What follows belongs to an exercise in optimizing a design on an open flow for small area; a production flow would make more cautious choices. The RTL was checked by simulation tests, not by an equivalence proof against the original design.

==> maple: inputs <==
==> flow/design.v <==
module slider_window_decode(
	input clk, reset,
	input [6:0] addr,
	input start,
	input bits,
	input [7:0] thresh_sectionalizer,
	input synclk,
	input [7:0] thresh_start, thresh_end,
	output reg done,
	output reg target_start, target_end
);
	localparam N = 128;
	reg synclk_d;
	reg [1:0] sect;
	reg [4:0] pslot;
	reg plane;
	always @(posedge clk, negedge reset) begin
		if (!reset) begin
			synclk_d <= 1'b0; sect <= 2'd0; pslot <= 5'd0; plane <= 1'b0;
		end else begin
			synclk_d <= synclk;
			if (synclk & !synclk_d) begin
				sect <= sect + 2'd1;
				if (sect == 2'd3) begin
					if (pslot == 5'd19) begin pslot <= 5'd0; plane <= !plane; end
					else pslot <= pslot + 5'd1;
				end
			end
		end
	end
	reg [4:0] ph20;
	reg [1:0] ph3;
	always @(posedge clk, negedge reset) begin
		if (!reset) begin ph20 <= 5'd0; ph3 <= 2'd0; end
		else begin
			ph20 <= (ph20 == 5'd19) ? 5'd0 : ph20 + 5'd1;
			ph3  <= (ph3 == 2'd2) ? 2'd0 : ph3 + 2'd1;
		end
	end
	reg [5:0] clr;
	wire clearing = !clr[5];
	always @(posedge clk, negedge reset) begin
		if (!reset) clr <= 6'd0;
		else if (clearing) clr <= clr + 6'd1;
	end
	wire last = (sect == 2'd3);
	reg [4:0] k;
	always @(posedge clk, negedge reset) begin
		if (!reset) k <= 5'd0;
		else if (k == 5'd0) begin if (start) k <= 5'd1; end
		else if (k == (last ? 5'd27 : 5'd6)) k <= 5'd0;
		else k <= k + 5'd1;
	end
	wire [N-1:0] sel = clearing ? {N{1'b1}} : ({{(N-1){1'b0}}, 1'b1} << addr);
	wire [N-1:0] ta, tb, tc;
	wire wd_a, wd_b, wd_c;
	genvar c;
	generate for (c = 0; c < N; c = c + 1) begin : rc
		reg [19:0] wa, wb;
		reg [2:0] sc;
		always @(posedge clk) begin
			wa <= {sel[c] ? wd_a : wa[0], wa[19:1]};
			wb <= {sel[c] ? wd_b : wb[0], wb[19:1]};
			sc <= {sel[c] ? wd_c : sc[0], sc[2:1]};
		end
		assign ta[c] = wa[0];
		assign tb[c] = wb[0];
		assign tc[c] = sc[0];
	end endgenerate
	wire tap_a = ta[addr];
	wire tap_b = tb[addr];
	wire tap_c = tc[addr];
	reg [2:0] scr;
	always @(posedge clk) begin
		if (k == 5'd1 || k == 5'd2 || k == 5'd3) scr[ph3] <= tap_c;
	end
	wire [2:0] cnt = {1'b0, scr[1:0]} + {2'd0, bits};
	wire g = ({5'd0, cnt} > thresh_sectionalizer);
	wire lap = last && (k >= 5'd4) && (k <= 5'd23);
	wire hit = lap && (ph20 == pslot);
	assign wd_a = !clearing && ((hit && !plane) ? g : tap_a);
	assign wd_b = !clearing && ((hit &&  plane) ? g : tap_b);
	reg [5:0] sum;
	always @(posedge clk) begin
		if (k == 5'd3) sum <= 6'd0;
		else if (lap) sum <= sum + {5'd0, wd_a} + {5'd0, wd_b};
	end
	wire h_tgt = scr[2];
	wire is_start = !h_tgt && ({2'd0, sum} == thresh_start);
	wire is_end   =  h_tgt && ({2'd0, sum} == thresh_end);
	reg cnew;
	always @(posedge clk) begin
		if (k == 5'd24) cnew <= is_start | (h_tgt & !is_end);
	end
	wire wr_hits = !last && (k >= 5'd4) && (k <= 5'd6);
	wire wr_fin  =  last && (k >= 5'd25);
	assign wd_c = !clearing && (
		wr_hits ? ((ph3 == 2'd0) ? cnt[0] : (ph3 == 2'd1) ? cnt[1] : tap_c) :
		wr_fin  ? ((ph3 == 2'd2) ? cnew : 1'b0) :
		tap_c);
	always @(posedge clk, negedge reset) begin
		if (!reset) begin
			done <= 1'b0; target_start <= 1'b0; target_end <= 1'b0;
		end else begin
			done <= last && (k == 5'd24);
			if (last && k == 5'd24) begin
				if (is_start) target_start <= 1'b1;
				else if (is_end) target_end <= 1'b1;
				else begin target_start <= 1'b0; target_end <= 1'b0; end
			end
		end
	end
endmodule
==> flow/flow/run.sh <==
#!/bin/bash
set -euo pipefail
export CTS_ARGS="-sink_clustering_enable -repair_clock_nets -dont_use_dummy_load -buf_list sky130_fd_sc_hd__clkbuf_4 -sink_clustering_size 11 -sink_clustering_max_diameter 35"
bash standard.sh finish > standard_flow.log 2>&1
==> flow/standard.sh <==
#!/bin/bash
# synth_recipe.tcl (not shown) runs the flow's synth.tcl, then flattens the netlist and writes it again
# the make line also repeats each setting of config.mk as NAME=value (left out here)
make -C /OpenROAD-flow-scripts/flow DESIGN_CONFIG=/design/flow/config.mk WORK_HOME=/design/flow/orfs CLKGATE_MAP_FILE= SYNTH_SCRIPT=/design/flow/synth_recipe.tcl "${@:-finish}"
==> flow/config.mk <==
export PLATFORM = sky130hd
export DESIGN_NAME = slider_window_decode
export DESIGN_NICKNAME = slider_window_decode
export VERILOG_FILES = /design/flow/design.v
export SDC_FILE = /design/flow/constraint.sdc
export NUM_CORES = 4
export LEC_CHECK = 0
export CAP_MARGIN = 20
export CORE_MARGIN = 2
export CORE_UTILIZATION = 70
export CTS_BUF_LIST = sky130_fd_sc_hd__clkbuf_4
export CTS_CLUSTER_DIAMETER = 35
export CTS_CLUSTER_SIZE = 11
export SLEW_MARGIN = 20
export SYNTH_MEMORY_MAX_BITS = 16384
==> flow/constraint.sdc <==
create_clock -name core_clock -period 10.0 [get_ports {clk}]
set_input_delay 2.0000 -clock core_clock [delete_from_list [all_inputs] [get_ports {clk}]]
set_output_delay 2.0000 -clock core_clock [all_outputs]
set_load 0.01 [all_outputs]
==> willow: changes against maple <==
==> flow/run.sh (new file) <==
#!/bin/bash
# synth_recipe.tcl (not shown) runs the flow's synth.tcl, then flattens the netlist and writes it again
# the make line also repeats each setting of config.mk as NAME=value (left out here)
make -C /OpenROAD-flow-scripts/flow DESIGN_CONFIG=/design/flow/config.mk WORK_HOME=/design/flow/orfs CLKGATE_MAP_FILE= SYNTH_SCRIPT=/design/flow/synth_recipe.tcl finish
--- a/flow/config.mk
+++ b/flow/config.mk
@@ -7,9 +7,6 @@
 export LEC_CHECK = 0
 export CAP_MARGIN = 20
 export CORE_MARGIN = 2
-export CORE_UTILIZATION = 70
-export CTS_BUF_LIST = sky130_fd_sc_hd__clkbuf_4
-export CTS_CLUSTER_DIAMETER = 35
-export CTS_CLUSTER_SIZE = 11
+export CORE_UTILIZATION = 50
 export SLEW_MARGIN = 20
 export SYNTH_MEMORY_MAX_BITS = 16384
removed: flow/flow/run.sh
removed: flow/standard.sh
==> xenon: changes against maple <==
==> flow/run.sh (new file) <==
#!/bin/bash
# synth_recipe.tcl (not shown) runs the flow's synth.tcl, then flattens the netlist and writes it again
# the make line also repeats each setting of config.mk as NAME=value (left out here)
make -C /OpenROAD-flow-scripts/flow DESIGN_CONFIG=/design/flow/config.mk WORK_HOME=/design/flow/orfs CLKGATE_MAP_FILE= SYNTH_SCRIPT=/design/flow/synth_recipe.tcl finish
removed: flow/flow/run.sh
removed: flow/standard.sh
==> impl_results.md <==
- Filler instances: 17,700
- Clock network area share: 0.115
- Met2 usage: 0.208
- Die X: 496 um
- Status: timing/DRC/antenna clean
- CP dominant cell by count: inv_1
- CORE AREA: 240,000 um2
- WP buf/inv: 4
The numbers above come from willow.

==> impl_results.md <==
- WP buf/inv: 3
- CORE AREA: 172,000 um2
- Clock network area share: 0.0457
- Hold violation count in the final report: 0
- Met2 usage: 0.289
- Fmax achieved: 0.191 GHz
- Status: timing/DRC/antenna clean
- Synth Area in Adders: 0.00203
- Compound-cell area share of the yosys netlist: 0.0365
- Filler instances: 10,300
- Count leader, synth: dfxtp_1
- Sequential portion of the cell area: 0.858
- Die X: 419 um
The numbers above come from xenon.

==> impl_results.md <==
- Status: timing/DRC/antenna clean
- CP dominant cell by count: mux4_2
- Filler instances: 10,500
- CORE AREA: 172,000 um2
- Die X: 419 um
- WP buf/inv: 3
- Met2 usage: 0.288
- Clock sinks: 5,544
The numbers above come from maple.

-- static timing again, ports no longer ideal --
Ports are ideal in the flow. The routed layouts listed here were re-timed in OpenROAD. Step 1, drivers: a clkbuf_16 drives clk and a buf_2 each remaining input, both assumed. Step 2 adds t to the input delays and takes it off the output delays; t is the mean of the earliest and latest rising clock arrival at the registers after step 1. Input paths then give back, and output paths get back, about the clock's delay inside the block. Three values: ideal, step 1, step 2; two values: the first two.
| run | t, ns | slack for setup (ns) | slew at the worst register clock pin (ns) |
|---|---|---|---|
| maple | 1.389 | 4.754 / 4.780 / 3.391 | 0.11 / 0.11 |
| willow | 1.048 | 4.694 / 4.738 / 3.689 | 0.07 / 0.07 |
| xenon | 1.429 | 4.760 / 4.785 / 3.356 | 0.12 / 0.12 |
After both steps setup and hold are still met in every run listed. The setup slack of xenon, which loses most, moves by +0.025 ns with the drivers and by -1.404 ns with both steps.
